What follows belongs to an exercise in optimizing a design on an open flow for small area and a short achievable clock period; a production flow would make more cautious choices. No activity file was given, so power comes from the tool's default toggle rates.

## alu
module alu #(
    parameter INST_W = 4,
    parameter INT_W  = 6,
    parameter FRAC_W = 10,
    parameter DATA_W = INT_W + FRAC_W
)(
    input                      i_clk,
    input                      i_rst_n,
    input                      i_in_valid,
    output                     o_busy,
    input         [INST_W-1:0] i_inst,
    input  signed [DATA_W-1:0] i_data_a,
    input  signed [DATA_W-1:0] i_data_b,
    output                     o_out_valid,
    output        [DATA_W-1:0] o_data
);
clock: 8.5 ns
lec_check: 0
abc_clock_period_in_ps: 3500
cap_margin: 20
core_margin: 2
core_utilization: 50
setup_slack_margin: 5
slew_margin: 20
run.sh (not shown) runs the stock make flow with config.mk's settings and CLKGATE_MAP_FILE= SYNTH_SCRIPT=/design/flow/synth_recipe.tcl, a recipe that flattens the netlist after the stock synthesis.
==> next run, changes <==
--- a/flow/design.v
+++ b/flow/design.v
@@ -623,22 +623,24 @@
     assign fc234 = (mr[102] & mr[103]) | (mr[102] & fc180) | (mr[103] & fc180);
     assign hs235 = 1'b1 ^ mr[104];
     assign hc236 = 1'b1 & mr[104];
     wire [31:0] pr_a = {1'b1, mr[105], hs235, fs233, fs231, fs229, fs227, fs225, fs223, fs221, fs219, fs217, fs215, fs213, fs211, fs209, fs207, fs205, fs203, fs201, fs199, fs197, fs195, fs193, fs191, fs189, fs187, fs185, hs183, mr[5], mr[2], mr[0]};
     wire [31:0] pr_b = {1'b0, hc236, fc234, fc232, fc230, fc228, fc226, fc224, fc222, fc220, fc218, fc216, fc214, fc212, fc210, fc208, fc206, fc204, fc202, fc200, fc198, fc196, fc194, fc192, fc190, fc188, fc186, hc184, hc182, hs181, 1'b0, mr[1]};
     wire [25:0] lo  = {1'b0, pr_a[24:0]} + {1'b0, pr_b[24:0]};
     wire        c25 = lo[25];
-    wire [6:0]  hi  = pr_a[31:25] + pr_b[31:25];
-    wire        ok0 = (hi == 7'd0)   | (hi == 7'd127);    
-    wire        ok1 = (hi == 7'd127) | (hi == 7'd126);
+    wire [6:0]  ha_ = pr_a[31:25], hb_ = pr_b[31:25];
+    wire [6:0]  hx  = ha_ ^ hb_;
+    wire        z0  = &(hx[6:1] ~^ (ha_[5:0] | hb_[5:0]));    
+    wire        z1  = &(~hx[6:1] ~^ (ha_[5:0] & hb_[5:0]));   
+    wire        ok0 = (z0 & ~hx[0]) | (z1 & hx[0]);           
+    wire        ok1 = (z0 & hx[0]) | (z1 & ~hx[0]);           
     wire        mul_ok = c25 ? ok1 : ok0;
-    wire        p25 = hi[0] ^ c25;
-    wire        p26 = hi[1] ^ (hi[0] & c25);
+    wire        p25 = hx[0] ^ c25;
+    wire        p26 = hx[1] ^ ((ha_[0] & hb_[0]) | (hx[0] & c25));
     wire        mul_sgn = xa[15] ^ y_r[15];    
-    wire [15:0] mul_res = mul_ok ? {p25, lo[24:10]} : {mul_sgn, {15{~mul_sgn}}};
     wire [15:0] sp_res  = {5'd0, p26, p25, lo[24:16]};    
     wire [31:0] rot2 = {xa, xa} >> y_r[3:0];
     wire [15:0] rot  = rot2[15:0];
     reg  [15:0] rs_res;
     integer j;
     always @(*) begin
         for (j = 0; j < 16; j = j + 1)
@@ -651,23 +653,24 @@
             if (xa[j]) zcnt = 15 - j;
     end
     reg [12:0] match4;
     always @(*) begin
         for (j = 0; j < 13; j = j + 1)
             match4[j] = (xa[j+:4] == y_r[(15-j)-:4]);
     end
-    wire [15:0] res_m = s_sp_r ? sp_res : mul_res;
+    wire [15:0] res_m = s_sp_r ? sp_res : {p25, lo[24:10]};
     wire [15:0] res_o = ({16{s_sum_r}} & sum_sat)
+                      | ({16{s_mul_r}} & {mul_sgn, {15{~mul_sgn}}})
                       | ({16{s_xor_r}} & (xa ^ y_r))
                       | ({16{s_rs_r }} & rs_res)
                       | ({16{s_lr_r }} & rot)
                       | ({16{s_clz_r}} & {11'd0, zcnt})
                       | ({16{s_rm_r }} & {3'd0, match4});
     reg [15:0] odata_m, odata_o;
     reg        osel_m;
     always @(posedge i_clk) begin
         odata_m <= res_m;
         odata_o <= res_o;
-        osel_m  <= s_mul_r | s_sp_r;
+        osel_m  <= s_sp_r | (s_mul_r & mul_ok);
     end
     assign o_data = osel_m ? odata_m : odata_o;
 endmodule
The changed run went through all stages and came out clean.
Worst setup slack degrades by 0.30 ns.
Via count drops by 3.5%.
Clock power climbs by about 4%.
Synthesized area is lower by 1.3%.
First-iteration DRC count went down by 22%.
Routed wire length falls by 4.5%.
Total power came out lower by 4.1%.
Core utilization came out lower by 0.49 points.
Die area went down by 1.3%.
Design area shrinks by 1.4%.
Worst hold slack gets better by 0.042 ns.
Clock-buffer cell count rose by 9.
Combinational power decreases by 9.8%.
Final cell count is lower by 1.5%.
No functional check of the RTL was part of any run of this note.

[re-timing with driven ports]
Ports are ideal in the flow. The routed layouts listed here were re-timed in OpenROAD.
Step 1, drivers: a clkbuf_16 drives i_clk and a buf_2 each remaining input, both assumed.
Step 2 moves the port delays by t, midway between the first and last clock arrival at a register: inputs arrive t later, outputs are due t later. That takes back most of the time a late clock gives input paths.
Three values: ideal ports, drivers, drivers and shift; two values: the first two.
run | t, ns | setup WS [ns] | hold WS [ns]
the first run | 0.690 | 4.582 / 4.582 / 4.251 | 0.417 / 0.417 / 0.417
the second run | 0.676 | 4.283 / 4.283 / 4.231 | 0.458 / 0.458 / 0.458
After both steps every run listed still meets setup and hold. For the first run, which loses most, drivers alone change the setup slack by 0.000 ns; drivers and shift together by -0.331 ns.
